What follows belongs to an exercise in optimizing a design on an open flow for small area; a production flow would make more cautious choices.
Function was checked by simulation only, so behaviour that the tests miss may differ from the original.
Power figures rest on the tool's default switching activity, not on a simulated workload.

### config.mk
export PLATFORM = sky130hd
export DESIGN_NAME = multiply_matrix
export DESIGN_NICKNAME = multiply_matrix
export VERILOG_FILES = /design/flow/design.v
export SDC_FILE = /design/flow/constraint.sdc
export NUM_CORES = 8
export LEC_CHECK = 0
export CAP_MARGIN = 20
export CORE_MARGIN = 2
export CORE_UTILIZATION = 60
export CTS_BUF_LIST = sky130_fd_sc_hd__clkbuf_8 sky130_fd_sc_hd__clkbuf_16
export CTS_CLUSTER_DIAMETER = 60
export CTS_CLUSTER_SIZE = 20
export PLACE_DENSITY = 0.72
export SLEW_MARGIN = 20
export SYNTH_HIERARCHICAL = 1
### constraint.sdc
create_clock -name core_clock -period 5.0 [get_ports {clk}]
set_input_delay 1.0000 -clock core_clock [delete_from_list [all_inputs] [get_ports {clk}]]
set_output_delay 1.0000 -clock core_clock [all_outputs]
set_load 0.01 [all_outputs]
### design.v
module booth_sel
(
	input logic onen, twon, negn, nzn,
	input logic [7:0] w,
	output logic [8:0] p
);
	logic [7:0] tn;
	assign tn = w ^ {8{negn}};
	assign p[0] = ~((onen | tn[0]) & (twon | negn));
	genvar b;
	generate
		for (b = 1; b < 8; b = b + 1) begin : g_b
			assign p[b] = ~((onen | tn[b]) & (twon | tn[b-1]));
		end
	endgenerate
	assign p[8] = nzn | tn[7];
endmodule
module fa
(
	input logic a, b, ci,
	output logic s, co
);
	assign s = a ^ b ^ ci;
	assign co = (a & b) | (a & ci) | (b & ci);
endmodule
module fac
(
	input logic a, b,
	output logic s, co
);
	assign s = ~(a ^ b);
	assign co = a | b;
endmodule
module ha
(
	input logic a, b,
	output logic s, co
);
	assign s = a ^ b;
	assign co = a & b;
endmodule
module booth_enc
(
	input logic [31:0] a,
	output logic [47:0] e
);
	integer k, i;
	logic x2, x1, x0;
	always_comb begin
		for (k = 0; k < 4; k = k + 1) begin
			for (i = 0; i < 4; i = i + 1) begin
				x2 = a[8*k + 2*i + 1];
				x1 = a[8*k + 2*i];
				x0 = (i == 0) ? 1'b0 : a[8*k + 2*i - 1];
				e[4*k + i] = ~(x1 ^ x0);
				e[16 + 4*k + i] = ~((x2 & ~x1 & ~x0) | (~x2 & x1 & x0));
				e[32 + 4*k + i] = ~(x2 & ~(x1 & x0));
			end
		end
	end
endmodule
module negsum
(
	input logic [63:0] a,
	output logic [9:0] n
);
	integer k, i;
	logic x2, x1, x0;
	always_comb begin
		n = 10'd0;
		for (k = 0; k < 8; k = k + 1) begin
			for (i = 0; i < 4; i = i + 1) begin
				x2 = a[8*k + 2*i + 1];
				x1 = a[8*k + 2*i];
				x0 = (i == 0) ? 1'b0 : a[8*k + 2*i - 1];
				n = n + ({9'd0, x2 & ~(x1 & x0)} << (2*i));
			end
		end
	end
endmodule
module dot_lo
(
	input logic [15:0] onen, twon, negn, nzn,
	input logic [31:0] w,
	input logic [19:0] acc0,
	input logic [9:0] n,
	output logic [19:0] sa,
	output logic [13:0] sb,
	output logic sc
);
  wire [8:0] p0_0;
  booth_sel b0_0 (.onen(onen[0]), .twon(twon[0]), .negn(negn[0]), .nzn(nzn[0]), .w(w[0 +: 8]), .p(p0_0));
  wire [8:0] p0_1;
  booth_sel b0_1 (.onen(onen[1]), .twon(twon[1]), .negn(negn[1]), .nzn(nzn[1]), .w(w[0 +: 8]), .p(p0_1));
  wire [8:0] p0_2;
  booth_sel b0_2 (.onen(onen[2]), .twon(twon[2]), .negn(negn[2]), .nzn(nzn[2]), .w(w[0 +: 8]), .p(p0_2));
  wire [8:0] p0_3;
  booth_sel b0_3 (.onen(onen[3]), .twon(twon[3]), .negn(negn[3]), .nzn(nzn[3]), .w(w[0 +: 8]), .p(p0_3));
  wire [8:0] p1_0;
  booth_sel b1_0 (.onen(onen[4]), .twon(twon[4]), .negn(negn[4]), .nzn(nzn[4]), .w(w[8 +: 8]), .p(p1_0));
  wire [8:0] p1_1;
  booth_sel b1_1 (.onen(onen[5]), .twon(twon[5]), .negn(negn[5]), .nzn(nzn[5]), .w(w[8 +: 8]), .p(p1_1));
  wire [8:0] p1_2;
  booth_sel b1_2 (.onen(onen[6]), .twon(twon[6]), .negn(negn[6]), .nzn(nzn[6]), .w(w[8 +: 8]), .p(p1_2));
  wire [8:0] p1_3;
  booth_sel b1_3 (.onen(onen[7]), .twon(twon[7]), .negn(negn[7]), .nzn(nzn[7]), .w(w[8 +: 8]), .p(p1_3));
  wire [8:0] p2_0;
  booth_sel b2_0 (.onen(onen[8]), .twon(twon[8]), .negn(negn[8]), .nzn(nzn[8]), .w(w[16 +: 8]), .p(p2_0));
  wire [8:0] p2_1;
  booth_sel b2_1 (.onen(onen[9]), .twon(twon[9]), .negn(negn[9]), .nzn(nzn[9]), .w(w[16 +: 8]), .p(p2_1));
  wire [8:0] p2_2;
  booth_sel b2_2 (.onen(onen[10]), .twon(twon[10]), .negn(negn[10]), .nzn(nzn[10]), .w(w[16 +: 8]), .p(p2_2));
  wire [8:0] p2_3;
  booth_sel b2_3 (.onen(onen[11]), .twon(twon[11]), .negn(negn[11]), .nzn(nzn[11]), .w(w[16 +: 8]), .p(p2_3));
  wire [8:0] p3_0;
  booth_sel b3_0 (.onen(onen[12]), .twon(twon[12]), .negn(negn[12]), .nzn(nzn[12]), .w(w[24 +: 8]), .p(p3_0));
  wire [8:0] p3_1;
  booth_sel b3_1 (.onen(onen[13]), .twon(twon[13]), .negn(negn[13]), .nzn(nzn[13]), .w(w[24 +: 8]), .p(p3_1));
  wire [8:0] p3_2;
  booth_sel b3_2 (.onen(onen[14]), .twon(twon[14]), .negn(negn[14]), .nzn(nzn[14]), .w(w[24 +: 8]), .p(p3_2));
  wire [8:0] p3_3;
  booth_sel b3_3 (.onen(onen[15]), .twon(twon[15]), .negn(negn[15]), .nzn(nzn[15]), .w(w[24 +: 8]), .p(p3_3));
  wire ks1, kc1;
  fac k1 (.a(p0_2[7]), .b(p0_3[5]), .s(ks1), .co(kc1));
  wire ks2, kc2;
  fac k2 (.a(p0_2[8]), .b(p0_3[6]), .s(ks2), .co(kc2));
  wire ks3, kc3;
  fac k3 (.a(p0_3[8]), .b(p1_3[8]), .s(ks3), .co(kc3));
  wire i16_0 = ~acc0[16];
  wire i18_0 = ~acc0[18];
  wire ks4, kc4;
  fac k4 (.a(acc0[18]), .b(acc0[19]), .s(ks4), .co(kc4));
  wire s1, c1;
  fa f1 (.a(n[4]), .b(p0_0[4]), .ci(p0_1[2]), .s(s1), .co(c1));
  wire s2, c2;
  fa f2 (.a(n[5]), .b(p0_0[5]), .ci(p0_1[3]), .s(s2), .co(c2));
  wire s3, c3;
  fa f3 (.a(n[6]), .b(p0_0[6]), .ci(p0_1[4]), .s(s3), .co(c3));
  wire s4, c4;
  fa f4 (.a(p0_2[2]), .b(p0_3[0]), .ci(p1_0[6]), .s(s4), .co(c4));
  wire s5, c5;
  fa f5 (.a(p1_1[4]), .b(p1_2[2]), .ci(p1_3[0]), .s(s5), .co(c5));
  wire s6, c6;
  fa f6 (.a(n[7]), .b(p0_0[7]), .ci(p0_1[5]), .s(s6), .co(c6));
  wire s7, c7;
  fa f7 (.a(p0_2[3]), .b(p0_3[1]), .ci(p1_0[7]), .s(s7), .co(c7));
  wire s8, c8;
  fa f8 (.a(p1_1[5]), .b(p1_2[3]), .ci(p1_3[1]), .s(s8), .co(c8));
  wire s9, c9;
  fa f9 (.a(p2_0[7]), .b(p2_1[5]), .ci(p2_2[3]), .s(s9), .co(c9));
  wire s10, c10;
  fa f10 (.a(n[8]), .b(p0_0[8]), .ci(p0_1[6]), .s(s10), .co(c10));
  wire s11, c11;
  fa f11 (.a(p0_2[4]), .b(p0_3[2]), .ci(p1_0[8]), .s(s11), .co(c11));
  wire s12, c12;
  fa f12 (.a(p1_1[6]), .b(p1_2[4]), .ci(p1_3[2]), .s(s12), .co(c12));
  wire s13, c13;
  fa f13 (.a(p2_0[8]), .b(p2_1[6]), .ci(p2_2[4]), .s(s13), .co(c13));
  wire s14, c14;
  fa f14 (.a(p2_3[2]), .b(p3_0[8]), .ci(p3_1[6]), .s(s14), .co(c14));
  wire s15, c15;
  fa f15 (.a(n[9]), .b(p0_1[7]), .ci(p0_2[5]), .s(s15), .co(c15));
  wire s16, c16;
  fa f16 (.a(p0_3[3]), .b(p1_1[7]), .ci(p1_2[5]), .s(s16), .co(c16));
  wire s17, c17;
  fa f17 (.a(p1_3[3]), .b(p2_1[7]), .ci(p2_2[5]), .s(s17), .co(c17));
  wire s18, c18;
  fa f18 (.a(p0_1[8]), .b(p0_2[6]), .ci(p0_3[4]), .s(s18), .co(c18));
  wire s19, c19;
  fa f19 (.a(p1_1[8]), .b(p1_2[6]), .ci(p1_3[4]), .s(s19), .co(c19));
  wire s20, c20;
  fa f20 (.a(n[2]), .b(p0_0[2]), .ci(p0_1[0]), .s(s20), .co(c20));
  wire s21, c21;
  fa f21 (.a(n[3]), .b(p0_0[3]), .ci(p0_1[1]), .s(s21), .co(c21));
  wire s22, c22;
  fa f22 (.a(p0_2[0]), .b(p1_0[4]), .ci(p1_1[2]), .s(s22), .co(c22));
  wire s23, c23;
  fa f23 (.a(p1_2[0]), .b(p2_0[4]), .ci(p2_1[2]), .s(s23), .co(c23));
  wire s24, c24;
  fa f24 (.a(p0_2[1]), .b(p1_0[5]), .ci(p1_1[3]), .s(s24), .co(c24));
  wire s25, c25;
  fa f25 (.a(p1_2[1]), .b(p2_0[5]), .ci(p2_1[3]), .s(s25), .co(c25));
  wire s26, c26;
  fa f26 (.a(p2_2[1]), .b(p3_0[5]), .ci(p3_1[3]), .s(s26), .co(c26));
  wire s27, c27;
  fa f27 (.a(p2_0[6]), .b(p2_1[4]), .ci(p2_2[2]), .s(s27), .co(c27));
  wire s28, c28;
  fa f28 (.a(p2_3[0]), .b(p3_0[6]), .ci(p3_1[4]), .s(s28), .co(c28));
  wire s29, c29;
  fa f29 (.a(p3_2[2]), .b(p3_3[0]), .ci(acc0[6]), .s(s29), .co(c29));
  wire s30, c30;
  fa f30 (.a(c2), .b(s3), .ci(s4), .s(s30), .co(c30));
  wire s31, c31;
  fa f31 (.a(p2_3[1]), .b(p3_0[7]), .ci(p3_1[5]), .s(s31), .co(c31));
  wire s32, c32;
  fa f32 (.a(p3_2[3]), .b(p3_3[1]), .ci(acc0[7]), .s(s32), .co(c32));
  wire s33, c33;
  fa f33 (.a(c3), .b(c4), .ci(c5), .s(s33), .co(c33));
  wire s34, c34;
  fa f34 (.a(s6), .b(s7), .ci(s8), .s(s34), .co(c34));
  wire s35, c35;
  fa f35 (.a(p3_2[4]), .b(p3_3[2]), .ci(acc0[8]), .s(s35), .co(c35));
  wire s36, c36;
  fa f36 (.a(c6), .b(c7), .ci(c8), .s(s36), .co(c36));
  wire s37, c37;
  fa f37 (.a(c9), .b(s10), .ci(s11), .s(s37), .co(c37));
  wire s38, c38;
  fa f38 (.a(s12), .b(s13), .ci(s14), .s(s38), .co(c38));
  wire s39, c39;
  fa f39 (.a(p2_3[3]), .b(p3_1[7]), .ci(p3_2[5]), .s(s39), .co(c39));
  wire s40, c40;
  fa f40 (.a(p3_3[3]), .b(acc0[9]), .ci(c10), .s(s40), .co(c40));
  wire s41, c41;
  fa f41 (.a(c11), .b(c12), .ci(c13), .s(s41), .co(c41));
  wire s42, c42;
  fa f42 (.a(c14), .b(s15), .ci(s16), .s(s42), .co(c42));
  wire s43, c43;
  fa f43 (.a(p2_1[8]), .b(p2_2[6]), .ci(p2_3[4]), .s(s43), .co(c43));
  wire s44, c44;
  fa f44 (.a(p3_1[8]), .b(p3_2[6]), .ci(p3_3[4]), .s(s44), .co(c44));
  wire s45, c45;
  fa f45 (.a(acc0[10]), .b(c15), .ci(c16), .s(s45), .co(c45));
  wire s46, c46;
  fa f46 (.a(c17), .b(s18), .ci(s19), .s(s46), .co(c46));
  wire s47, c47;
  fa f47 (.a(p1_2[7]), .b(p1_3[5]), .ci(p2_2[7]), .s(s47), .co(c47));
  wire s48, c48;
  fa f48 (.a(p2_3[5]), .b(p3_2[7]), .ci(p3_3[5]), .s(s48), .co(c48));
  wire s49, c49;
  fa f49 (.a(ks1), .b(acc0[11]), .ci(c18), .s(s49), .co(c49));
  wire s50, c50;
  fa f50 (.a(p1_2[8]), .b(p1_3[6]), .ci(p2_2[8]), .s(s50), .co(c50));
  wire s51, c51;
  fa f51 (.a(p2_3[6]), .b(p3_2[8]), .ci(p3_3[6]), .s(s51), .co(c51));
  wire s52, c52;
  fa f52 (.a(p1_0[2]), .b(p1_1[0]), .ci(p2_0[2]), .s(s52), .co(c52));
  wire s53, c53;
  fa f53 (.a(p1_0[3]), .b(p1_1[1]), .ci(p2_0[3]), .s(s53), .co(c53));
  wire s54, c54;
  fa f54 (.a(p2_1[1]), .b(p3_0[3]), .ci(p3_1[1]), .s(s54), .co(c54));
  wire s55, c55;
  fa f55 (.a(p2_2[0]), .b(p3_0[4]), .ci(p3_1[2]), .s(s55), .co(c55));
  wire s56, c56;
  fa f56 (.a(p3_2[0]), .b(acc0[4]), .ci(c21), .s(s56), .co(c56));
  wire s57, c57;
  fa f57 (.a(s1), .b(s22), .ci(s23), .s(s57), .co(c57));
  wire s58, c58;
  fa f58 (.a(p3_2[1]), .b(acc0[5]), .ci(c1), .s(s58), .co(c58));
  wire s59, c59;
  fa f59 (.a(c22), .b(c23), .ci(s2), .s(s59), .co(c59));
  wire s60, c60;
  fa f60 (.a(s24), .b(s25), .ci(s26), .s(s60), .co(c60));
  wire s61, c61;
  fa f61 (.a(c24), .b(c25), .ci(c26), .s(s61), .co(c61));
  wire s62, c62;
  fa f62 (.a(s27), .b(s28), .ci(s5), .s(s62), .co(c62));
  wire hs5, hc5;
  ha h5 (.a(s29), .b(s30), .s(hs5), .co(hc5));
  wire s63, c63;
  fa f63 (.a(c27), .b(c28), .ci(s31), .s(s63), .co(c63));
  wire s64, c64;
  fa f64 (.a(s9), .b(c29), .ci(s32), .s(s64), .co(c64));
  wire s65, c65;
  fa f65 (.a(c30), .b(s33), .ci(s34), .s(s65), .co(c65));
  wire s66, c66;
  fa f66 (.a(c31), .b(c32), .ci(s35), .s(s66), .co(c66));
  wire s67, c67;
  fa f67 (.a(c33), .b(c34), .ci(s36), .s(s67), .co(c67));
  wire hs6, hc6;
  ha h6 (.a(s37), .b(s38), .s(hs6), .co(hc6));
  wire s68, c68;
  fa f68 (.a(s17), .b(s39), .ci(c35), .s(s68), .co(c68));
  wire s69, c69;
  fa f69 (.a(c36), .b(s40), .ci(c37), .s(s69), .co(c69));
  wire s70, c70;
  fa f70 (.a(c38), .b(s41), .ci(s42), .s(s70), .co(c70));
  wire s71, c71;
  fa f71 (.a(c39), .b(s43), .ci(s44), .s(s71), .co(c71));
  wire s72, c72;
  fa f72 (.a(c40), .b(c41), .ci(c42), .s(s72), .co(c72));
  wire hs7, hc7;
  ha h7 (.a(s45), .b(s46), .s(hs7), .co(hc7));
  wire s73, c73;
  fa f73 (.a(c19), .b(c43), .ci(c44), .s(s73), .co(c73));
  wire s74, c74;
  fa f74 (.a(s47), .b(s48), .ci(c45), .s(s74), .co(c74));
  wire hs8, hc8;
  ha h8 (.a(s49), .b(c46), .s(hs8), .co(hc8));
  wire s75, c75;
  fa f75 (.a(kc1), .b(ks2), .ci(acc0[12]), .s(s75), .co(c75));
  wire s76, c76;
  fa f76 (.a(c47), .b(c48), .ci(s50), .s(s76), .co(c76));
  wire hs9, hc9;
  ha h9 (.a(s51), .b(c49), .s(hs9), .co(hc9));
  wire s77, c77;
  fa f77 (.a(p0_3[7]), .b(p1_3[7]), .ci(p2_3[7]), .s(s77), .co(c77));
  wire s78, c78;
  fa f78 (.a(p3_3[7]), .b(kc2), .ci(acc0[13]), .s(s78), .co(c78));
  wire hs10, hc10;
  ha h10 (.a(c50), .b(c51), .s(hs10), .co(hc10));
  wire s79, c79;
  fa f79 (.a(p2_3[8]), .b(p3_3[8]), .ci(ks3), .s(s79), .co(c79));
  wire s80, c80;
  fa f80 (.a(n[0]), .b(p0_0[0]), .ci(p1_0[0]), .s(s80), .co(c80));
  wire s81, c81;
  fa f81 (.a(n[1]), .b(p0_0[1]), .ci(p1_0[1]), .s(s81), .co(c81));
  wire s82, c82;
  fa f82 (.a(p2_0[1]), .b(p3_0[1]), .ci(acc0[1]), .s(s82), .co(c82));
  wire s83, c83;
  fa f83 (.a(p2_1[0]), .b(p3_0[2]), .ci(p3_1[0]), .s(s83), .co(c83));
  wire s84, c84;
  fa f84 (.a(acc0[2]), .b(s20), .ci(s52), .s(s84), .co(c84));
  wire s85, c85;
  fa f85 (.a(acc0[3]), .b(c20), .ci(c52), .s(s85), .co(c85));
  wire s86, c86;
  fa f86 (.a(s21), .b(s53), .ci(s54), .s(s86), .co(c86));
  wire s87, c87;
  fa f87 (.a(c53), .b(c54), .ci(s55), .s(s87), .co(c87));
  wire hs11, hc11;
  ha h11 (.a(s56), .b(s57), .s(hs11), .co(hc11));
  wire s88, c88;
  fa f88 (.a(c55), .b(c56), .ci(s58), .s(s88), .co(c88));
  wire s89, c89;
  fa f89 (.a(c57), .b(s59), .ci(s60), .s(s89), .co(c89));
  wire s90, c90;
  fa f90 (.a(c58), .b(c59), .ci(c60), .s(s90), .co(c90));
  wire s91, c91;
  fa f91 (.a(s61), .b(s62), .ci(hs5), .s(s91), .co(c91));
  wire s92, c92;
  fa f92 (.a(c61), .b(c62), .ci(s63), .s(s92), .co(c92));
  wire s93, c93;
  fa f93 (.a(s64), .b(hc5), .ci(s65), .s(s93), .co(c93));
  wire s94, c94;
  fa f94 (.a(c63), .b(c64), .ci(s66), .s(s94), .co(c94));
  wire s95, c95;
  fa f95 (.a(hs6), .b(c65), .ci(s67), .s(s95), .co(c95));
  wire s96, c96;
  fa f96 (.a(s68), .b(c66), .ci(c67), .s(s96), .co(c96));
  wire s97, c97;
  fa f97 (.a(hc6), .b(s69), .ci(s70), .s(s97), .co(c97));
  wire s98, c98;
  fa f98 (.a(s71), .b(c68), .ci(c69), .s(s98), .co(c98));
  wire s99, c99;
  fa f99 (.a(hs7), .b(s72), .ci(c70), .s(s99), .co(c99));
  wire s100, c100;
  fa f100 (.a(c71), .b(s73), .ci(hs8), .s(s100), .co(c100));
  wire s101, c101;
  fa f101 (.a(s74), .b(c72), .ci(hc7), .s(s101), .co(c101));
  wire s102, c102;
  fa f102 (.a(c73), .b(s75), .ci(s76), .s(s102), .co(c102));
  wire s103, c103;
  fa f103 (.a(hs9), .b(c74), .ci(hc8), .s(s103), .co(c103));
  wire s104, c104;
  fa f104 (.a(s77), .b(hs10), .ci(c75), .s(s104), .co(c104));
  wire s105, c105;
  fa f105 (.a(s78), .b(c76), .ci(hc9), .s(s105), .co(c105));
  wire s106, c106;
  fa f106 (.a(acc0[14]), .b(c77), .ci(hc10), .s(s106), .co(c106));
  wire hs12, hc12;
  ha h12 (.a(c78), .b(s79), .s(hs12), .co(hc12));
  wire s107, c107;
  fa f107 (.a(kc3), .b(acc0[15]), .ci(c79), .s(s107), .co(c107));
  wire s108, c108;
  fa f108 (.a(p2_0[0]), .b(p3_0[0]), .ci(acc0[0]), .s(s108), .co(c108));
  wire s109, c109;
  fa f109 (.a(c80), .b(s81), .ci(s82), .s(s109), .co(c109));
  wire s110, c110;
  fa f110 (.a(c81), .b(s83), .ci(c82), .s(s110), .co(c110));
  wire s111, c111;
  fa f111 (.a(c83), .b(c84), .ci(s85), .s(s111), .co(c111));
  wire s112, c112;
  fa f112 (.a(c85), .b(c86), .ci(s87), .s(s112), .co(c112));
  wire s113, c113;
  fa f113 (.a(c87), .b(hc11), .ci(s88), .s(s113), .co(c113));
  wire s114, c114;
  fa f114 (.a(c88), .b(c89), .ci(s90), .s(s114), .co(c114));
  wire s115, c115;
  fa f115 (.a(c90), .b(s92), .ci(c91), .s(s115), .co(c115));
  wire s116, c116;
  fa f116 (.a(c92), .b(s94), .ci(c93), .s(s116), .co(c116));
  wire s117, c117;
  fa f117 (.a(c94), .b(s96), .ci(c95), .s(s117), .co(c117));
  wire s118, c118;
  fa f118 (.a(c96), .b(s98), .ci(c97), .s(s118), .co(c118));
  wire s119, c119;
  fa f119 (.a(s100), .b(c98), .ci(c99), .s(s119), .co(c119));
  wire s120, c120;
  fa f120 (.a(s102), .b(c100), .ci(c101), .s(s120), .co(c120));
  wire s121, c121;
  fa f121 (.a(s104), .b(c102), .ci(s105), .s(s121), .co(c121));
  wire s122, c122;
  fa f122 (.a(hs12), .b(c104), .ci(s106), .s(s122), .co(c122));
  wire s123, c123;
  fa f123 (.a(hc12), .b(c106), .ci(s107), .s(s123), .co(c123));
  wire s124, c124;
  fa f124 (.a(s84), .b(s110), .ci(c109), .s(s124), .co(c124));
  wire s125, c125;
  fa f125 (.a(s86), .b(c110), .ci(s111), .s(s125), .co(c125));
  wire s126, c126;
  fa f126 (.a(c111), .b(hs11), .ci(s112), .s(s126), .co(c126));
  wire s127, c127;
  fa f127 (.a(c112), .b(s89), .ci(s113), .s(s127), .co(c127));
  wire s128, c128;
  fa f128 (.a(c113), .b(s91), .ci(s114), .s(s128), .co(c128));
  wire s129, c129;
  fa f129 (.a(c114), .b(s93), .ci(s115), .s(s129), .co(c129));
  wire s130, c130;
  fa f130 (.a(s95), .b(c115), .ci(s116), .s(s130), .co(c130));
  wire s131, c131;
  fa f131 (.a(s97), .b(c116), .ci(s117), .s(s131), .co(c131));
  wire s132, c132;
  fa f132 (.a(s99), .b(c117), .ci(s118), .s(s132), .co(c132));
  wire s133, c133;
  fa f133 (.a(s101), .b(c118), .ci(s119), .s(s133), .co(c133));
  wire s134, c134;
  fa f134 (.a(s103), .b(s120), .ci(c119), .s(s134), .co(c134));
  wire s135, c135;
  fa f135 (.a(c103), .b(s121), .ci(c120), .s(s135), .co(c135));
  wire s136, c136;
  fa f136 (.a(c105), .b(s122), .ci(c121), .s(s136), .co(c136));
  wire hs13, hc13;
  ha h13 (.a(c122), .b(s123), .s(hs13), .co(hc13));
  wire s137, c137;
  fa f137 (.a(i16_0), .b(c107), .ci(c123), .s(s137), .co(c137));
  wire hs14, hc14;
  ha h14 (.a(acc0[16]), .b(acc0[17]), .s(hs14), .co(hc14));
  wire rs15, rc15;
  ha r15 (.a(i18_0), .b(hc14), .s(rs15), .co(rc15));
  wire rs16, rc16;
  ha r16 (.a(ks4), .b(rc15), .s(rs16), .co(rc16));
  wire rs17, rc17;
  ha r17 (.a(s80), .b(s108), .s(rs17), .co(rc17));
  wire s138, c138;
  fa f138 (.a(c108), .b(rc17), .ci(s109), .s(s138), .co(c138));
  wire rs18, rc18;
  ha r18 (.a(c138), .b(s124), .s(rs18), .co(rc18));
  wire s139, c139;
  fa f139 (.a(c124), .b(s125), .ci(rc18), .s(s139), .co(c139));
  assign sa = {rs16, rs15, c137, hc13, c136, c135, c134, c133, c132, c131, c130, c129, c128, c127, c126, c125, s139, rs18, s138, rs17};
  assign sb = {hs14, s137, hs13, s136, s135, s134, s133, s132, s131, s130, s129, s128, s127, s126};
  assign sc = c139;
endmodule
module dot_hi
(
	input logic [15:0] onen, twon, negn, nzn,
	input logic [31:0] w,
	input logic [19:0] acc0,
	input logic [13:0] acc1,
	input logic [0:0] acc2,
	output logic [19:0] sa,
	output logic [11:0] sb,
	output logic sc
);
  wire [8:0] p0_0;
  booth_sel b0_0 (.onen(onen[0]), .twon(twon[0]), .negn(negn[0]), .nzn(nzn[0]), .w(w[0 +: 8]), .p(p0_0));
  wire [8:0] p0_1;
  booth_sel b0_1 (.onen(onen[1]), .twon(twon[1]), .negn(negn[1]), .nzn(nzn[1]), .w(w[0 +: 8]), .p(p0_1));
  wire [8:0] p0_2;
  booth_sel b0_2 (.onen(onen[2]), .twon(twon[2]), .negn(negn[2]), .nzn(nzn[2]), .w(w[0 +: 8]), .p(p0_2));
  wire [8:0] p0_3;
  booth_sel b0_3 (.onen(onen[3]), .twon(twon[3]), .negn(negn[3]), .nzn(nzn[3]), .w(w[0 +: 8]), .p(p0_3));
  wire [8:0] p1_0;
  booth_sel b1_0 (.onen(onen[4]), .twon(twon[4]), .negn(negn[4]), .nzn(nzn[4]), .w(w[8 +: 8]), .p(p1_0));
  wire [8:0] p1_1;
  booth_sel b1_1 (.onen(onen[5]), .twon(twon[5]), .negn(negn[5]), .nzn(nzn[5]), .w(w[8 +: 8]), .p(p1_1));
  wire [8:0] p1_2;
  booth_sel b1_2 (.onen(onen[6]), .twon(twon[6]), .negn(negn[6]), .nzn(nzn[6]), .w(w[8 +: 8]), .p(p1_2));
  wire [8:0] p1_3;
  booth_sel b1_3 (.onen(onen[7]), .twon(twon[7]), .negn(negn[7]), .nzn(nzn[7]), .w(w[8 +: 8]), .p(p1_3));
  wire [8:0] p2_0;
  booth_sel b2_0 (.onen(onen[8]), .twon(twon[8]), .negn(negn[8]), .nzn(nzn[8]), .w(w[16 +: 8]), .p(p2_0));
  wire [8:0] p2_1;
  booth_sel b2_1 (.onen(onen[9]), .twon(twon[9]), .negn(negn[9]), .nzn(nzn[9]), .w(w[16 +: 8]), .p(p2_1));
  wire [8:0] p2_2;
  booth_sel b2_2 (.onen(onen[10]), .twon(twon[10]), .negn(negn[10]), .nzn(nzn[10]), .w(w[16 +: 8]), .p(p2_2));
  wire [8:0] p2_3;
  booth_sel b2_3 (.onen(onen[11]), .twon(twon[11]), .negn(negn[11]), .nzn(nzn[11]), .w(w[16 +: 8]), .p(p2_3));
  wire [8:0] p3_0;
  booth_sel b3_0 (.onen(onen[12]), .twon(twon[12]), .negn(negn[12]), .nzn(nzn[12]), .w(w[24 +: 8]), .p(p3_0));
  wire [8:0] p3_1;
  booth_sel b3_1 (.onen(onen[13]), .twon(twon[13]), .negn(negn[13]), .nzn(nzn[13]), .w(w[24 +: 8]), .p(p3_1));
  wire [8:0] p3_2;
  booth_sel b3_2 (.onen(onen[14]), .twon(twon[14]), .negn(negn[14]), .nzn(nzn[14]), .w(w[24 +: 8]), .p(p3_2));
  wire [8:0] p3_3;
  booth_sel b3_3 (.onen(onen[15]), .twon(twon[15]), .negn(negn[15]), .nzn(nzn[15]), .w(w[24 +: 8]), .p(p3_3));
  wire s1, c1;
  fa f1 (.a(acc0[4]), .b(acc1[0]), .ci(acc2[0]), .s(s1), .co(c1));
  wire s2, c2;
  fa f2 (.a(acc0[5]), .b(acc1[1]), .ci(p0_0[5]), .s(s2), .co(c2));
  wire s3, c3;
  fa f3 (.a(acc0[6]), .b(acc1[2]), .ci(p0_0[6]), .s(s3), .co(c3));
  wire s4, c4;
  fa f4 (.a(p0_1[4]), .b(p0_2[2]), .ci(p0_3[0]), .s(s4), .co(c4));
  wire s5, c5;
  fa f5 (.a(p1_0[6]), .b(p1_1[4]), .ci(p1_2[2]), .s(s5), .co(c5));
  wire s6, c6;
  fa f6 (.a(acc0[7]), .b(acc1[3]), .ci(p0_0[7]), .s(s6), .co(c6));
  wire s7, c7;
  fa f7 (.a(p0_1[5]), .b(p0_2[3]), .ci(p0_3[1]), .s(s7), .co(c7));
  wire s8, c8;
  fa f8 (.a(p1_0[7]), .b(p1_1[5]), .ci(p1_2[3]), .s(s8), .co(c8));
  wire s9, c9;
  fa f9 (.a(p1_3[1]), .b(p2_0[7]), .ci(p2_1[5]), .s(s9), .co(c9));
  wire s10, c10;
  fa f10 (.a(acc0[8]), .b(acc1[4]), .ci(p0_0[8]), .s(s10), .co(c10));
  wire s11, c11;
  fa f11 (.a(p0_1[6]), .b(p0_2[4]), .ci(p0_3[2]), .s(s11), .co(c11));
  wire s12, c12;
  fa f12 (.a(p1_0[8]), .b(p1_1[6]), .ci(p1_2[4]), .s(s12), .co(c12));
  wire s13, c13;
  fa f13 (.a(p1_3[2]), .b(p2_0[8]), .ci(p2_1[6]), .s(s13), .co(c13));
  wire s14, c14;
  fa f14 (.a(p2_2[4]), .b(p2_3[2]), .ci(p3_0[8]), .s(s14), .co(c14));
  wire s15, c15;
  fa f15 (.a(acc0[9]), .b(acc1[5]), .ci(p0_1[7]), .s(s15), .co(c15));
  wire s16, c16;
  fa f16 (.a(p0_2[5]), .b(p0_3[3]), .ci(p1_1[7]), .s(s16), .co(c16));
  wire s17, c17;
  fa f17 (.a(p1_2[5]), .b(p1_3[3]), .ci(p2_1[7]), .s(s17), .co(c17));
  wire s18, c18;
  fa f18 (.a(acc0[10]), .b(acc1[6]), .ci(p0_1[8]), .s(s18), .co(c18));
  wire s19, c19;
  fa f19 (.a(p0_2[6]), .b(p0_3[4]), .ci(p1_1[8]), .s(s19), .co(c19));
  wire s20, c20;
  fa f20 (.a(p0_0[4]), .b(p0_1[2]), .ci(p0_2[0]), .s(s20), .co(c20));
  wire s21, c21;
  fa f21 (.a(p1_0[4]), .b(p1_1[2]), .ci(p1_2[0]), .s(s21), .co(c21));
  wire s22, c22;
  fa f22 (.a(p0_1[3]), .b(p0_2[1]), .ci(p1_0[5]), .s(s22), .co(c22));
  wire s23, c23;
  fa f23 (.a(p1_1[3]), .b(p1_2[1]), .ci(p2_0[5]), .s(s23), .co(c23));
  wire s24, c24;
  fa f24 (.a(p2_1[3]), .b(p2_2[1]), .ci(p3_0[5]), .s(s24), .co(c24));
  wire s25, c25;
  fa f25 (.a(p1_3[0]), .b(p2_0[6]), .ci(p2_1[4]), .s(s25), .co(c25));
  wire s26, c26;
  fa f26 (.a(p2_2[2]), .b(p2_3[0]), .ci(p3_0[6]), .s(s26), .co(c26));
  wire s27, c27;
  fa f27 (.a(p3_1[4]), .b(p3_2[2]), .ci(p3_3[0]), .s(s27), .co(c27));
  wire s28, c28;
  fa f28 (.a(c2), .b(s3), .ci(s4), .s(s28), .co(c28));
  wire s29, c29;
  fa f29 (.a(p2_2[3]), .b(p2_3[1]), .ci(p3_0[7]), .s(s29), .co(c29));
  wire s30, c30;
  fa f30 (.a(p3_1[5]), .b(p3_2[3]), .ci(p3_3[1]), .s(s30), .co(c30));
  wire s31, c31;
  fa f31 (.a(c3), .b(c4), .ci(c5), .s(s31), .co(c31));
  wire s32, c32;
  fa f32 (.a(s6), .b(s7), .ci(s8), .s(s32), .co(c32));
  wire s33, c33;
  fa f33 (.a(p3_1[6]), .b(p3_2[4]), .ci(p3_3[2]), .s(s33), .co(c33));
  wire s34, c34;
  fa f34 (.a(c6), .b(c7), .ci(c8), .s(s34), .co(c34));
  wire s35, c35;
  fa f35 (.a(c9), .b(s10), .ci(s11), .s(s35), .co(c35));
  wire s36, c36;
  fa f36 (.a(s12), .b(s13), .ci(s14), .s(s36), .co(c36));
  wire s37, c37;
  fa f37 (.a(p2_2[5]), .b(p2_3[3]), .ci(p3_1[7]), .s(s37), .co(c37));
  wire s38, c38;
  fa f38 (.a(p3_2[5]), .b(p3_3[3]), .ci(c10), .s(s38), .co(c38));
  wire s39, c39;
  fa f39 (.a(c11), .b(c12), .ci(c13), .s(s39), .co(c39));
  wire s40, c40;
  fa f40 (.a(c14), .b(s15), .ci(s16), .s(s40), .co(c40));
  wire s41, c41;
  fa f41 (.a(p1_2[6]), .b(p1_3[4]), .ci(p2_1[8]), .s(s41), .co(c41));
  wire s42, c42;
  fa f42 (.a(p2_2[6]), .b(p2_3[4]), .ci(p3_1[8]), .s(s42), .co(c42));
  wire s43, c43;
  fa f43 (.a(p3_2[6]), .b(p3_3[4]), .ci(c15), .s(s43), .co(c43));
  wire s44, c44;
  fa f44 (.a(c16), .b(c17), .ci(s18), .s(s44), .co(c44));
  wire s45, c45;
  fa f45 (.a(acc0[11]), .b(acc1[7]), .ci(p0_2[7]), .s(s45), .co(c45));
  wire s46, c46;
  fa f46 (.a(p0_3[5]), .b(p1_2[7]), .ci(p1_3[5]), .s(s46), .co(c46));
  wire s47, c47;
  fa f47 (.a(p2_2[7]), .b(p2_3[5]), .ci(p3_2[7]), .s(s47), .co(c47));
  wire s48, c48;
  fa f48 (.a(p3_3[5]), .b(c18), .ci(c19), .s(s48), .co(c48));
  wire s49, c49;
  fa f49 (.a(acc0[12]), .b(acc1[8]), .ci(p0_2[8]), .s(s49), .co(c49));
  wire s50, c50;
  fa f50 (.a(p0_3[6]), .b(p1_2[8]), .ci(p1_3[6]), .s(s50), .co(c50));
  wire s51, c51;
  fa f51 (.a(p2_2[8]), .b(p2_3[6]), .ci(p3_2[8]), .s(s51), .co(c51));
  wire s52, c52;
  fa f52 (.a(acc0[2]), .b(p0_0[2]), .ci(p0_1[0]), .s(s52), .co(c52));
  wire s53, c53;
  fa f53 (.a(p1_0[2]), .b(p1_1[0]), .ci(p2_0[2]), .s(s53), .co(c53));
  wire s54, c54;
  fa f54 (.a(acc0[3]), .b(p0_0[3]), .ci(p0_1[1]), .s(s54), .co(c54));
  wire s55, c55;
  fa f55 (.a(p1_0[3]), .b(p1_1[1]), .ci(p2_0[3]), .s(s55), .co(c55));
  wire s56, c56;
  fa f56 (.a(p2_1[1]), .b(p3_0[3]), .ci(p3_1[1]), .s(s56), .co(c56));
  wire s57, c57;
  fa f57 (.a(p2_0[4]), .b(p2_1[2]), .ci(p2_2[0]), .s(s57), .co(c57));
  wire s58, c58;
  fa f58 (.a(p3_0[4]), .b(p3_1[2]), .ci(p3_2[0]), .s(s58), .co(c58));
  wire s59, c59;
  fa f59 (.a(s1), .b(s20), .ci(s21), .s(s59), .co(c59));
  wire s60, c60;
  fa f60 (.a(p3_1[3]), .b(p3_2[1]), .ci(c1), .s(s60), .co(c60));
  wire s61, c61;
  fa f61 (.a(c20), .b(c21), .ci(s2), .s(s61), .co(c61));
  wire s62, c62;
  fa f62 (.a(s22), .b(s23), .ci(s24), .s(s62), .co(c62));
  wire s63, c63;
  fa f63 (.a(c22), .b(c23), .ci(c24), .s(s63), .co(c63));
  wire s64, c64;
  fa f64 (.a(s25), .b(s26), .ci(s27), .s(s64), .co(c64));
  wire hs1, hc1;
  ha h1 (.a(s5), .b(s28), .s(hs1), .co(hc1));
  wire s65, c65;
  fa f65 (.a(c25), .b(c26), .ci(c27), .s(s65), .co(c65));
  wire s66, c66;
  fa f66 (.a(s29), .b(s30), .ci(s9), .s(s66), .co(c66));
  wire s67, c67;
  fa f67 (.a(c28), .b(s31), .ci(s32), .s(s67), .co(c67));
  wire s68, c68;
  fa f68 (.a(c29), .b(c30), .ci(s33), .s(s68), .co(c68));
  wire s69, c69;
  fa f69 (.a(c31), .b(c32), .ci(s34), .s(s69), .co(c69));
  wire hs2, hc2;
  ha h2 (.a(s35), .b(s36), .s(hs2), .co(hc2));
  wire s70, c70;
  fa f70 (.a(c33), .b(s17), .ci(s37), .s(s70), .co(c70));
  wire s71, c71;
  fa f71 (.a(c34), .b(s38), .ci(c35), .s(s71), .co(c71));
  wire s72, c72;
  fa f72 (.a(c36), .b(s39), .ci(s40), .s(s72), .co(c72));
  wire s73, c73;
  fa f73 (.a(c37), .b(s19), .ci(s41), .s(s73), .co(c73));
  wire s74, c74;
  fa f74 (.a(s42), .b(c38), .ci(c39), .s(s74), .co(c74));
  wire s75, c75;
  fa f75 (.a(s43), .b(c40), .ci(s44), .s(s75), .co(c75));
  wire s76, c76;
  fa f76 (.a(c41), .b(c42), .ci(s45), .s(s76), .co(c76));
  wire s77, c77;
  fa f77 (.a(s46), .b(s47), .ci(c43), .s(s77), .co(c77));
  wire hs3, hc3;
  ha h3 (.a(c44), .b(s48), .s(hs3), .co(hc3));
  wire s78, c78;
  fa f78 (.a(p3_3[6]), .b(c45), .ci(c46), .s(s78), .co(c78));
  wire s79, c79;
  fa f79 (.a(c47), .b(s49), .ci(s50), .s(s79), .co(c79));
  wire hs4, hc4;
  ha h4 (.a(s51), .b(c48), .s(hs4), .co(hc4));
  wire s80, c80;
  fa f80 (.a(acc0[13]), .b(acc1[9]), .ci(p0_3[7]), .s(s80), .co(c80));
  wire s81, c81;
  fa f81 (.a(p1_3[7]), .b(p2_3[7]), .ci(p3_3[7]), .s(s81), .co(c81));
  wire s82, c82;
  fa f82 (.a(c49), .b(c50), .ci(c51), .s(s82), .co(c82));
  wire s83, c83;
  fa f83 (.a(acc0[14]), .b(acc1[10]), .ci(p0_3[8]), .s(s83), .co(c83));
  wire s84, c84;
  fa f84 (.a(p1_3[8]), .b(p2_3[8]), .ci(p3_3[8]), .s(s84), .co(c84));
  wire s85, c85;
  fa f85 (.a(acc0[0]), .b(p0_0[0]), .ci(p1_0[0]), .s(s85), .co(c85));
  wire s86, c86;
  fa f86 (.a(acc0[1]), .b(p0_0[1]), .ci(p1_0[1]), .s(s86), .co(c86));
  wire s87, c87;
  fa f87 (.a(p2_1[0]), .b(p3_0[2]), .ci(p3_1[0]), .s(s87), .co(c87));
  wire s88, c88;
  fa f88 (.a(c52), .b(c53), .ci(s54), .s(s88), .co(c88));
  wire s89, c89;
  fa f89 (.a(c54), .b(c55), .ci(c56), .s(s89), .co(c89));
  wire s90, c90;
  fa f90 (.a(s57), .b(s58), .ci(s59), .s(s90), .co(c90));
  wire s91, c91;
  fa f91 (.a(c57), .b(c58), .ci(s60), .s(s91), .co(c91));
  wire s92, c92;
  fa f92 (.a(c59), .b(s61), .ci(s62), .s(s92), .co(c92));
  wire s93, c93;
  fa f93 (.a(c60), .b(c61), .ci(c62), .s(s93), .co(c93));
  wire s94, c94;
  fa f94 (.a(s63), .b(s64), .ci(hs1), .s(s94), .co(c94));
  wire s95, c95;
  fa f95 (.a(c63), .b(c64), .ci(s65), .s(s95), .co(c95));
  wire s96, c96;
  fa f96 (.a(s66), .b(hc1), .ci(s67), .s(s96), .co(c96));
  wire s97, c97;
  fa f97 (.a(c65), .b(c66), .ci(s68), .s(s97), .co(c97));
  wire s98, c98;
  fa f98 (.a(hs2), .b(c67), .ci(s69), .s(s98), .co(c98));
  wire s99, c99;
  fa f99 (.a(c68), .b(s70), .ci(c69), .s(s99), .co(c99));
  wire s100, c100;
  fa f100 (.a(hc2), .b(s71), .ci(s72), .s(s100), .co(c100));
  wire s101, c101;
  fa f101 (.a(c70), .b(s73), .ci(c71), .s(s101), .co(c101));
  wire s102, c102;
  fa f102 (.a(s74), .b(c72), .ci(s75), .s(s102), .co(c102));
  wire s103, c103;
  fa f103 (.a(c73), .b(s76), .ci(c74), .s(s103), .co(c103));
  wire s104, c104;
  fa f104 (.a(hs3), .b(s77), .ci(c75), .s(s104), .co(c104));
  wire s105, c105;
  fa f105 (.a(c76), .b(s78), .ci(s79), .s(s105), .co(c105));
  wire s106, c106;
  fa f106 (.a(hs4), .b(c77), .ci(hc3), .s(s106), .co(c106));
  wire s107, c107;
  fa f107 (.a(s80), .b(s81), .ci(c78), .s(s107), .co(c107));
  wire s108, c108;
  fa f108 (.a(c79), .b(s82), .ci(hc4), .s(s108), .co(c108));
  wire s109, c109;
  fa f109 (.a(c80), .b(c81), .ci(s83), .s(s109), .co(c109));
  wire hs5, hc5;
  ha h5 (.a(s84), .b(c82), .s(hs5), .co(hc5));
  wire s110, c110;
  fa f110 (.a(acc0[15]), .b(acc1[11]), .ci(c83), .s(s110), .co(c110));
  wire s111, c111;
  fa f111 (.a(p2_0[1]), .b(p3_0[1]), .ci(c85), .s(s111), .co(c111));
  wire s112, c112;
  fa f112 (.a(c86), .b(s52), .ci(s53), .s(s112), .co(c112));
  wire s113, c113;
  fa f113 (.a(c87), .b(s55), .ci(s56), .s(s113), .co(c113));
  wire s114, c114;
  fa f114 (.a(c88), .b(s89), .ci(s90), .s(s114), .co(c114));
  wire s115, c115;
  fa f115 (.a(c89), .b(s91), .ci(c90), .s(s115), .co(c115));
  wire s116, c116;
  fa f116 (.a(c91), .b(s93), .ci(c92), .s(s116), .co(c116));
  wire s117, c117;
  fa f117 (.a(c93), .b(s95), .ci(c94), .s(s117), .co(c117));
  wire s118, c118;
  fa f118 (.a(c95), .b(s97), .ci(c96), .s(s118), .co(c118));
  wire s119, c119;
  fa f119 (.a(c97), .b(s99), .ci(c98), .s(s119), .co(c119));
  wire s120, c120;
  fa f120 (.a(c99), .b(s101), .ci(c100), .s(s120), .co(c120));
  wire s121, c121;
  fa f121 (.a(s103), .b(c101), .ci(s104), .s(s121), .co(c121));
  wire s122, c122;
  fa f122 (.a(s105), .b(c103), .ci(c104), .s(s122), .co(c122));
  wire s123, c123;
  fa f123 (.a(s107), .b(c105), .ci(s108), .s(s123), .co(c123));
  wire s124, c124;
  fa f124 (.a(s109), .b(hs5), .ci(c107), .s(s124), .co(c124));
  wire s125, c125;
  fa f125 (.a(c84), .b(c109), .ci(s110), .s(s125), .co(c125));
  wire s126, c126;
  fa f126 (.a(acc0[16]), .b(acc1[12]), .ci(c110), .s(s126), .co(c126));
  wire s127, c127;
  fa f127 (.a(p2_0[0]), .b(p3_0[0]), .ci(s85), .s(s127), .co(c127));
  wire hs6, hc6;
  ha h6 (.a(s86), .b(s111), .s(hs6), .co(hc6));
  wire s128, c128;
  fa f128 (.a(s87), .b(c111), .ci(s112), .s(s128), .co(c128));
  wire s129, c129;
  fa f129 (.a(c112), .b(s88), .ci(s113), .s(s129), .co(c129));
  wire hs7, hc7;
  ha h7 (.a(c113), .b(s114), .s(hs7), .co(hc7));
  wire s130, c130;
  fa f130 (.a(s92), .b(c114), .ci(s115), .s(s130), .co(c130));
  wire s131, c131;
  fa f131 (.a(s94), .b(c115), .ci(s116), .s(s131), .co(c131));
  wire s132, c132;
  fa f132 (.a(c116), .b(s96), .ci(s117), .s(s132), .co(c132));
  wire s133, c133;
  fa f133 (.a(s98), .b(c117), .ci(s118), .s(s133), .co(c133));
  wire s134, c134;
  fa f134 (.a(s100), .b(c118), .ci(s119), .s(s134), .co(c134));
  wire s135, c135;
  fa f135 (.a(s102), .b(c119), .ci(s120), .s(s135), .co(c135));
  wire s136, c136;
  fa f136 (.a(c102), .b(c120), .ci(s121), .s(s136), .co(c136));
  wire s137, c137;
  fa f137 (.a(s106), .b(c121), .ci(s122), .s(s137), .co(c137));
  wire s138, c138;
  fa f138 (.a(c106), .b(s123), .ci(c122), .s(s138), .co(c138));
  wire s139, c139;
  fa f139 (.a(c108), .b(s124), .ci(c123), .s(s139), .co(c139));
  wire s140, c140;
  fa f140 (.a(hc5), .b(s125), .ci(c124), .s(s140), .co(c140));
  wire hs8, hc8;
  ha h8 (.a(c125), .b(s126), .s(hs8), .co(hc8));
  wire s141, c141;
  fa f141 (.a(acc0[17]), .b(acc1[13]), .ci(c126), .s(s141), .co(c141));
  wire rs9, rc9;
  ha r9 (.a(hc8), .b(s141), .s(rs9), .co(rc9));
  wire s142, c142;
  fa f142 (.a(acc0[18]), .b(c141), .ci(rc9), .s(s142), .co(c142));
  wire rs10, rc10;
  ha r10 (.a(acc0[19]), .b(c142), .s(rs10), .co(rc10));
  wire rs11, rc11;
  ha r11 (.a(c127), .b(hs6), .s(rs11), .co(rc11));
  wire s143, c143;
  fa f143 (.a(hc6), .b(rc11), .ci(s128), .s(s143), .co(c143));
  wire s144, c144;
  fa f144 (.a(c128), .b(s129), .ci(c143), .s(s144), .co(c144));
  wire s145, c145;
  fa f145 (.a(c129), .b(hs7), .ci(c144), .s(s145), .co(c145));
  assign sa = {rs10, s142, rs9, c140, c139, c138, c137, c136, c135, c134, c133, c132, c131, c130, hc7, s145, s144, s143, rs11, s127};
  assign sb = {hs8, s140, s139, s138, s137, s136, s135, s134, s133, s132, s131, s130};
  assign sc = c145;
endmodule
module cpa20
(
	input logic [19:0] a,
	input logic [11:0] b,
	input logic ci,
	output logic [19:0] s
);
  wire [19:0] r, g;
  assign s[4:0] = a[4:0];
  fa f5 (.a(a[5]), .b(b[0]), .ci(ci), .s(r[5]), .co(g[5]));
  fa f6 (.a(a[6]), .b(b[1]), .ci(g[5]), .s(r[6]), .co(g[6]));
  fa f7 (.a(a[7]), .b(b[2]), .ci(g[6]), .s(r[7]), .co(g[7]));
  fa f8 (.a(a[8]), .b(b[3]), .ci(g[7]), .s(r[8]), .co(g[8]));
  fa f9 (.a(a[9]), .b(b[4]), .ci(g[8]), .s(r[9]), .co(g[9]));
  fa f10 (.a(a[10]), .b(b[5]), .ci(g[9]), .s(r[10]), .co(g[10]));
  fa f11 (.a(a[11]), .b(b[6]), .ci(g[10]), .s(r[11]), .co(g[11]));
  assign s[11:5] = r[11:5];
  wire c1 = g[11];
  ha h12 (.a(a[12]), .b(b[7]), .s(r[12]), .co(g[12]));
  fa f13 (.a(a[13]), .b(b[8]), .ci(g[12]), .s(r[13]), .co(g[13]));
  fa f14 (.a(a[14]), .b(b[9]), .ci(g[13]), .s(r[14]), .co(g[14]));
  fa f15 (.a(a[15]), .b(b[10]), .ci(g[14]), .s(r[15]), .co(g[15]));
  fa f16 (.a(a[16]), .b(b[11]), .ci(g[15]), .s(r[16]), .co(g[16]));
  ha h17 (.a(a[17]), .b(g[16]), .s(r[17]), .co(g[17]));
  ha h18 (.a(a[18]), .b(g[17]), .s(r[18]), .co(g[18]));
  wire [7:0] p1;
  assign p1[0] = 1'b1;
  assign p1[1] = p1[0] & r[12];
  assign s[12] = r[12] ^ (c1 & p1[0]);
  assign p1[2] = p1[1] & r[13];
  assign s[13] = r[13] ^ (c1 & p1[1]);
  assign p1[3] = p1[2] & r[14];
  assign s[14] = r[14] ^ (c1 & p1[2]);
  assign p1[4] = p1[3] & r[15];
  assign s[15] = r[15] ^ (c1 & p1[3]);
  assign p1[5] = p1[4] & r[16];
  assign s[16] = r[16] ^ (c1 & p1[4]);
  assign p1[6] = p1[5] & r[17];
  assign s[17] = r[17] ^ (c1 & p1[5]);
  assign p1[7] = p1[6] & r[18];
  assign s[18] = r[18] ^ (c1 & p1[6]);
  wire c2 = g[18] | (c1 & p1[7]);
  assign r[19] = a[19];
  assign g[19] = 1'b0;
  wire [1:0] p2;
  assign p2[0] = 1'b1;
  assign p2[1] = p2[0] & r[19];
  assign s[19] = r[19] ^ (c2 & p2[0]);
endmodule
module multiply_matrix
(
    input clk,
    input load,
	input load_w,
	input [159:0] c,
    input [63:0] a,
	input [63:0] b,
    output logic [159:0] out
);
	logic [63:0] w [0:7];
	logic [63:0] a1;
	logic [31:0] a2;
	logic [47:0] e2, e3;
	logic [9:0] n2;
	logic [159:0] s0a, s1a;
	logic [111:0] s0b;
	logic [95:0] s1b;
	logic [7:0] s0c, s1c;
	logic [159:0] s [2:7];
	logic [47:0] e_lo, e_hi;
	logic [9:0] n1;
	booth_enc enc_lo (.a(a1[31:0]), .e(e_lo));
	booth_enc enc_hi (.a(a2), .e(e_hi));
	negsum ns (.a(a1), .n(n1));
	logic [15:0] nzn2, nzn3;
	assign nzn2 = e2[15:0] & e2[31:16];
	assign nzn3 = e3[15:0] & e3[31:16];
	logic [159:0] t0a, t1a, sum;
	logic [111:0] t0b;
	logic [95:0] t1b;
	logic [7:0] t0c, t1c;
	genvar j;
	generate
		for (j = 0; j < 8; j = j + 1) begin : g_dot
			dot_lo dl (.onen(e2[15:0]), .twon(e2[31:16]), .negn(e2[47:32]), .nzn(nzn2), .w(w[j][31:0]),
				.acc0(c[20*j +: 20]), .n(n2),
				.sa(t0a[20*j +: 20]), .sb(t0b[14*j +: 14]), .sc(t0c[j]));
			dot_hi dh (.onen(e3[15:0]), .twon(e3[31:16]), .negn(e3[47:32]), .nzn(nzn3), .w(w[j][63:32]),
				.acc0(s0a[20*j +: 20]), .acc1(s0b[14*j +: 14]), .acc2(s0c[j]),
				.sa(t1a[20*j +: 20]), .sb(t1b[12*j +: 12]), .sc(t1c[j]));
			cpa20 ad (.a(s1a[20*j +: 20]), .b(s1b[12*j +: 12]), .ci(s1c[j]), .s(sum[20*j +: 20]));
		end
	endgenerate
	integer i;
	always @(posedge clk) begin
		if (load_w) begin
			w[0] <= b;
			for (i = 1; i < 8; i = i + 1)
				w[i] <= w[i-1];
		end
		if (load) begin
			a1 <= a;
			e2 <= e_lo;
			n2 <= n1;
			a2 <= a1[63:32];
			e3 <= e_hi;
			s0a <= t0a;
			s0b <= t0b;
			s0c <= t0c;
			s1a <= t1a;
			s1b <= t1b;
			s1c <= t1c;
			s[2] <= sum;
			for (i = 3; i < 8; i = i + 1)
				s[i] <= s[i-1];
		end
	end
	assign out = s[7];
endmodule
### flow/run.sh
#!/bin/bash
# Layout: the standard flow (standard.sh, unchanged synthesis and steps),
# with the input and output port buffers made of sky130_fd_sc_hd__buf_1 and
# clock tree synthesis without dummy loads and with larger sink clusters.
set -euo pipefail
export BUFFER_PORTS_ARGS="-buffer_cell sky130_fd_sc_hd__buf_1"
export CTS_ARGS="-sink_clustering_enable -repair_clock_nets -dont_use_dummy_load -sink_clustering_size 30 -sink_clustering_max_diameter 90 -buf_list sky130_fd_sc_hd__clkbuf_16"
bash standard.sh > standard_flow.log 2>&1
### standard.sh
#!/bin/bash
# synth_recipe.tcl (not shown) runs the flow's synth.tcl, then flattens the netlist and writes it again
# the make line also repeats each setting of config.mk as NAME=value (left out here)
make -C /OpenROAD-flow-scripts/flow DESIGN_CONFIG=/design/flow/config.mk WORK_HOME=/design/flow/orfs CLKGATE_MAP_FILE= SYNTH_SCRIPT=/design/flow/synth_recipe.tcl "${@:-finish}"
==> reports/qor.csv, run 1 <==
metric,value,unit
leakage,61.0,nW
worstReg2RegEnd,s0a[91],
cts-root-buf,clkbuf_16,
finalCritPeriodShare,97.3,%
fin_skew,86.5,ps
numCtsBuffers,125,
routed_wl,539000,um
multi_input_area,85800,um^2
critical_path_class,reg -> reg,
cp_common_cell,fa_1,
hold_class,in -> reg,
synth_area,163000,um^2
rows,191,
setup_violations,0,
tightest_slew,1190,ps
antenna_found_initial,41,
post_cts_buffers,0,
hold_start,b[34],
ios,451,
grtUsageTotal,39.3,%
clkLatencyLatePin,960,ps
drive_gt1_share,5.10,%
rsz0062_at_grt,false,
cp_slowest_cell,edfxtp_1,
critPathMaxStageDelay,840,ps
first_pass_iters,6,
layout.nets,13720,
portBuffers,450,
hpwl,412000,um
finalHoldViolations,0,
ant_nets,0,
crit_fanout,8,
avgSynthCellArea,14.6,um^2
p_per_area,867,nW/um^2
dieArea,275000,um^2
r2r.worst_path.cells,9,
ir_worst_vdd,1.16,mV
hold_depth,1,
max_freq,206,MHz
worstPathCellList,"buf_4, xor2_1, o22ai_1, fa_1, fa_1, fa_1, fa_1, fa_1, fa_1",
placed_cell_area,164000,um^2
syn_nets,14137,
yosysWarnings,13,
cap_violations,0,
cts_hold_buf,0,
critPathBufInv,1,
drt_iter0_markers,14273,
syn-instance-count,11159,
clockBufferDepth,4,
hold_path_end,w[0][34],
ctsHtreeMaxLevel,3,
required,5580,ps
startpoint_type,flop,
gp_congestion,1.05,
synthToLayoutAreaGrowth,2.92,%
max_slew_margin,20.8,%
final-max-slew-violation-count,0,
rrSetupSlack,140,ps
endpoint_kind,flop,
period_needed,4860,ps
crit_family,adder cells,
core,270000,um^2
status,timing/DRC/antenna clean,
cts_tree,done,
gr-total-overflow,0,
viasPerCell,6.76,
setup_tns,0,ps
grt_pass1_vias,100077,
die_h,525,um
wl_per_cell,37.5,um
fill_cells,20251,
regArea,66600,um^2
clkSlewWorstSetupHoldPaths,110,ps
die_x,525,um
stdcell_area,167000,um^2
drc,0,
arrival,5440,ps
regToRegStartpoint,e2[41],
num_vias,97060,
grt_max_degree,153,
initial_utilization,60.2,%
grt_pass1_wl,756000,um
cts_resized,0,
cts.sinks,2218,
==> sequential cells by signal, summed over array words and instances, names as in the netlist <==
name and cells:
a1 64, n2 10, s1b 96, s 960, s1a 160, w 512
s0b 112, s0c 8, e3 48, a2 32, s0a 160, s1c 8
e2 48
==> per-layer routing <==
metal / vias up / share of wire [%] / track usage (%)
met5: - / 0.033 / 0.173
met4: 24 / 5.7 / 18.4
met3: 1295 / 14 / 15.0
met2: 7267 / 41 / 54.4
met1: 50331 / 39 / 55.0
li1: 38143 / - / -
==> report_power, final <==
part	total (mW)	switching (mW)	internal (mW)
Clock	10.2	5.84	4.40
Combinational	96.2	54.9	41.3
Sequential	38.8	3.96	34.8
==> per-stage QoR <==
stage | util [%] | cells | hold slack (ps) | setup WS, ps | power [mW]
CTS | 61.9 | 14310 | 153 | 241 | 143
global route | 61.9 | 14324 | 187 | 75.1 | 155
floorplan | - | 11159 | 400 | 762 | 130
finish | 62.0 | 14358 | 207 | 136 | 145
global placement | 60.7 | 14185 | 400 | 184 | 129
detailed placement | 60.7 | 14185 | 405 | 302 | 133
==> worst reg2reg max path: cells and delay by family, from the launching register on <==
kind,cells,cell delay (ps)
buf+inv,1,350
xor+xnor,1,290
compound gates,1,140
fa+ha+maj,6,2910
flops,1,840
==> worst max-delay path by stage <==
stage,start,endpoint,slack (ps),cells after the start
after floorplan,e3[36],s1b[17],760,10
after global placement,e3[35],s1a[159],180,10
after detailed placement,e3[35],s1a[159],300,10
after CTS,e2[41],s0a[91],240,9
after global routing,e3[35],s1a[159],80,10
final,e2[41],s0a[91],140,9
==> final cells by class <==
type / instances / area share, %
multi-input combinational: 7342 / 51.3
sequential: 2218 / 39.8
antenna: 48 / 0.0717
timing repair buffer: 856 / 3.92
inverter: 199 / 0.446
tap: 3570 / 2.67
clock buffer: 125 / 1.87
==> placed cells by master (no fill, tap or decap), types with 31 or more instances in the layout <==
cell type	instances
clkbuf_16	125
nand2_1	31
xor2_1	2064
buf_1	448
xnor2_1	43
o22ai_1	2048
ha_1	310
buf_12	145
buf_4	261
fa_1	2377
inv_1	199
or2_1	256
a21oi_1	36
edfxtp_1	2218
diode_2	48
==> inputs of run 2 (changes only) <==
--- a/config.mk
+++ b/config.mk
@@ -14,3 +14,4 @@
 export PLACE_DENSITY = 0.72
 export SLEW_MARGIN = 20
 export SYNTH_HIERARCHICAL = 1
+export TNS_END_PERCENT = 10
==> reports/qor.csv, run 2 <==
metric,value,unit
grt_max_degree,153,
worstReg2RegEnd,s0a[91],
gp_congestion,1.05,
required,5580,ps
status,timing/DRC/antenna clean,
die_h,525,um
ctsHtreeMaxLevel,3,
cts_hold_buf,0,
die_x,525,um
met1_length,209000,um
gr-total-overflow,0,
stdcell_area,167000,um^2
setup_tns,0,ps
ant_nets,0,
reg.largest.list,"s (960), w (512)",
cap_violations,0,
drt_iter0_markers,14273,
rsz0062_at_grt,false,
layoutNonFillerInstCount,14358,
syn_nets,14137,
startpoint_type,flop,
grtUsageTotal,39.3,%
grt_pass1_wl,756000,um
synth_area,163000,um^2
p_per_area,867,nW/um^2
dr.max_layer_used,met5,
first_pass_iters,6,
dieArea,275000,um^2
cp-startpoint,e2[41],
final_common_cell,fa_1,
fin_skew,86.5,ps
num_vias,97060,
core,270000,um^2
viasPerCell,6.76,
drive_gt1_share,5.10,%
wl_per_cell,37.5,um
regMostFlops,s,
endpoint_kind,flop,
placed_cell_area,164000,um^2
avgSynthCellArea,14.6,um^2
hpwl,412000,um
syn-instance-count,11159,
fill_cells,20251,
clkLatencyLatePin,960,ps
hold_depth,1,
routed_wl,539000,um
hold_path_end,w[0][34],
yosysWarnings,13,
numCtsBuffers,125,
finalCritPeriodShare,97.3,%
cts_tree,done,
grt_pass1_vias,100077,
finalHoldViolations,0,
leakage,61.0,nW
final_cell_mix,"2377 x fa_1, 2218 x edfxtp_1, 2064 x xor2_1",
rows,191,
ios,451,
layout.nets,13720,
clockBufferDepth,4,
crit_fanout,8,
max_slew_margin,20.8,%
cts-root-buf,clkbuf_16,
hold_start,b[34],
drc,0,
regToRegStartpoint,e2[41],
synthToLayoutAreaGrowth,2.92,%
critical_path_class,reg -> reg,
fin_worst_hold_slack,207,ps
period_needed,4860,ps
clkSlewWorstSetupHoldPaths,110,ps
max_freq,206,MHz
largest_reg_flops,960,
met3_length,76100,um
dr_wl_met2,223000,um
portBuffers,450,
cts.sinks,2218,
hold_class,in -> reg,
ir_worst_vdd,1.16,mV
initial_utilization,60.2,%
arrival,5440,ps
antenna_found_initial,41,
cts_resized,0,
final-max-slew-violation-count,0,
post_cts_buffers,0,
setup_violations,0,
fin_ws,136,ps
dp.cells,14185,
tightest_slew,1190,ps
rrSetupSlack,140,ps
r2r.worst_path.cells,9,
place_ws,302,ps
==> run 2: stage by stage <==
stage               util [%]  power, mW
global placement        60.7        129
floorplan                  -        130
global route            61.9        155
detailed placement      60.7        133
finish                  62.0        145
CTS                     61.9        143
==> run 2: layer usage <==
layer  up-vias  track usage [%]
li1      38143                -
met1     50331             55.0
met2      7267             54.4
met3      1295             15.0
met4        24             18.4
met5         -            0.173
==> run 2: worst max-delay path, cell delays in order, from the launching register on <==
cell,delay [ps]
edfxtp_1,840
buf_4,350
xor2_1,280
o22ai_1,140
fa_1,490
fa_1,470
fa_1,410
fa_1,570
fa_1,460
fa_1,510
==> run 2: worst max path at each step <==
| stage | endpoint | slack, ps | cells past startpoint |
|---|---|---|---|
| CTS | s0a[91] | 240 | 9 |
| finish | s0a[91] | 140 | 9 |
| global route | s1a[159] | 80 | 10 |
| global placement | s1a[159] | 180 | 10 |
| floorplan | s1b[17] | 760 | 10 |
| detailed placement | s1a[159] | 300 | 10 |
==> run 2: area by class of cell <==
class	count	area, um^2	share of cell area [%]
multi-input combinational	7342	85800	51.3
inverter	199	747	0.446
timing repair buffer	856	6560	3.92
sequential	2218	66600	39.8
clock buffer	125	3130	1.87
tap	3570	4470	2.67
antenna	48	120	0.0717
==> run 2: where the power goes <==
part / switching (mW) / internal, mW
clock: 5.84 / 4.40
sequential: 3.96 / 34.8
combinational: 54.9 / 41.3
==> inputs of run 3 (changes only) <==
==> config.mk (replaced) <==
export PLATFORM = sky130hd
export DESIGN_NAME = multiply_matrix
export DESIGN_NICKNAME = multiply_matrix
export VERILOG_FILES = /design/flow/design.v
export SDC_FILE = /design/flow/constraint.sdc
export NUM_CORES = 8
export LEC_CHECK = 0
export CAP_MARGIN = 20
export CORE_MARGIN = 2
export CORE_UTILIZATION = 57
export PLACE_DENSITY = 0.7
export SLEW_MARGIN = 20
export SYNTH_HIERARCHICAL = 1
==> reports/qor.csv, run 3 <==
metric,value,unit
critical_path_class,reg -> reg,
rows,196,
initial_utilization,57.2,%
dieArea,290000,um^2
ant_nets,0,
cap_violations,0,
fin_skew,95.4,ps
viasPerCell,6.63,
routed_wl,562000,um
syn_nets,14137,
multi_input_area,85800,um^2
placed_cell_area,165000,um^2
cts_hold_buf,0,
largest_reg_flops,960,
reg.largest.list,"s (960), w (512)",
critPathMaxStageDelay,630,ps
cp_common_cell,fa_1,
syn-instance-count,11159,
numCtsBuffers,137,
post_cts_buffers,0,
period_needed,4860,ps
final_cell_mix,"2377 x fa_1, 2218 x edfxtp_1, 2064 x xor2_1",
yosysWarnings,13,
drc,0,
ios,451,
startpoint_type,flop,
ir_worst_vdd,0.696,mV
stdcell_area,168000,um^2
arrival,5480,ps
drive_gt1_share,5.38,%
internal-power,80.4,mW
fill_cells,21959,
gp_congestion,1.02,
p_clk_share,7.6,%
hold_class,in -> reg,
endpoint_kind,flop,
synthToLayoutAreaGrowth,3.45,%
wl_per_cell,38.6,um
setup_violations,0,
cp_slowest_cell,xor2_1,
crit_fanout,53,
status,timing/DRC/antenna clean,
drt_iter0_markers,13214,
regArea,66600,um^2
hpwl,430000,um
max_slew_margin,19.7,%
ctsHtreeMaxLevel,4,
tightest_slew,1200,ps
regMostFlops,s,
die_h,538,um
finalCritPeriodShare,97.2,%
cts_resized,0,
grt_pass1_vias,100326,
p_seq_share,27.1,%
leakage,61.3,nW
num_vias,96652,
fin_ws,139,ps
setup_tns,0,ps
final-max-slew-violation-count,0,
grtUsageTotal,38.9,%
core,284000,um^2
required,5620,ps
finalHoldViolations,0,
sw_frac_of_total,44.0,%
cts-root-buf,clkbuf_16,
layout.nets,13754,
cts_tree,done,
gr-total-overflow,0,
die_x,538,um
antenna_found_initial,36,
clkLatencyLatePin,890,ps
rsz0062_at_grt,false,
cts.sinks,2218,
worstPathCellList,"buf_12, xor2_1, o22ai_1, fa_1, fa_1, fa_1, fa_1, fa_1, fa_1",
place_ws,276,ps
p_per_area,854,nW/um^2
p_comb_share,65.3,%
grt_max_degree,142,
final_common_cell,fa_1,
first_pass_iters,8,
portBuffers,450,
grt_pass1_wl,779000,um
clkSlewWorstSetupHoldPaths,110,ps
synth_area,163000,um^2
avgSynthCellArea,14.6,um^2
max_freq,206,MHz
clockBufferDepth,4,
p_sw,63.3,mW
## run 3: power by group through the flow
| stage | Sequential [mW] | Clock (mW) | Combinational [mW] |
|---|---|---|---|
| floorplan | 37.3 | 0 | 92.5 |
| global placement | 39.0 | 0 | 89.1 |
| detailed placement | 39.2 | 0 | 92.4 |
| CTS | 38.8 | 11.1 | 92.7 |
| global route | 39.4 | 11.6 | 104 |
| finish | 39.0 | 10.9 | 93.8 |
## run 3: stage by stage
| stage | hold WS (ps) | std cells | util (%) | total power [mW] |
|---|---|---|---|---|
| after floorplan | 400 | 11159 | - | 130 |
| after global placement | 400 | 14398 | 57.9 | 128 |
| after detailed placement | 405 | 14398 | 57.9 | 132 |
| after global routing | 255 | 14553 | 59.1 | 155 |
| final | 268 | 14585 | 59.2 | 144 |
| after CTS | 225 | 14535 | 59.1 | 143 |
## run 3: final timing paths
kind                              start       to  slack [ps]  cells past startpoint
worst min-delay path              a[56]   a1[56]         270                      1
worst max register to register   e3[32]  s1b[64]         140                      9
worst min register to register  s[5][5]  s[6][5]         380                      0
worst max-delay path             e3[32]  s1b[64]         140                      9
## run 3: worst max-delay path, delay by kind of cell, from the launching register on
family                     cells  cell delay, ps
DFF                            1             410
buffers and inverters          1             440
xor gates and xnor gates       1             630
AOI/OAI and AO/OA              1             180
adders and majority gates      6            2940
## run 3: final cells by class
class	count	share of cell area, %
clock buffer	137	2.04
antenna	49	0.0729
multi-input combinational	7342	51.0
sequential	2218	39.6
inverter	199	0.444
tap	3762	2.80
timing repair buffer	878	4.09
## run 3: routing by layer
metal  part of all wire (%)  global-route usage [%]  vias up
li1                       -                       -    38205
met5                  0.016                       0        -
met3                     13                    14.6     1189
met4                    5.1                    16.5       12
met2                     42                    54.3     6873
met1                     40                    54.8    50373

-- separate check: timing with driven ports --
In the flow no input, the clock included, has a driving cell. The finished layouts below were timed again as built, in two steps.
Step 1 sets driving cells, clkbuf_16 on the clock port and buf_2 on the other inputs (assumed; they add their load-dependent delay and slew).
Step 2 moves the port delays by t, midway between the first and last clock arrival at a register: inputs arrive t later, outputs are due t later. That takes back most of the time a late clock gives input paths.
Slacks: no drivers / after step 1 / after step 2; pairs: no drivers / after step 1.
run	t (ns)	setup WS [ns]	slew at the worst register clock pin (ns)	worst data-port slew with drivers (ns)
run 1	1.016	0.136 / 0.135 / 0.135	0.12 / 0.12	0.08
run 2	1.016	0.136 / 0.135 / 0.135	0.12 / 0.12	0.08
run 3	0.962	0.139 / 0.139 / 0.139	0.11 / 0.11	0.12
After both steps every run listed still meets setup and hold.
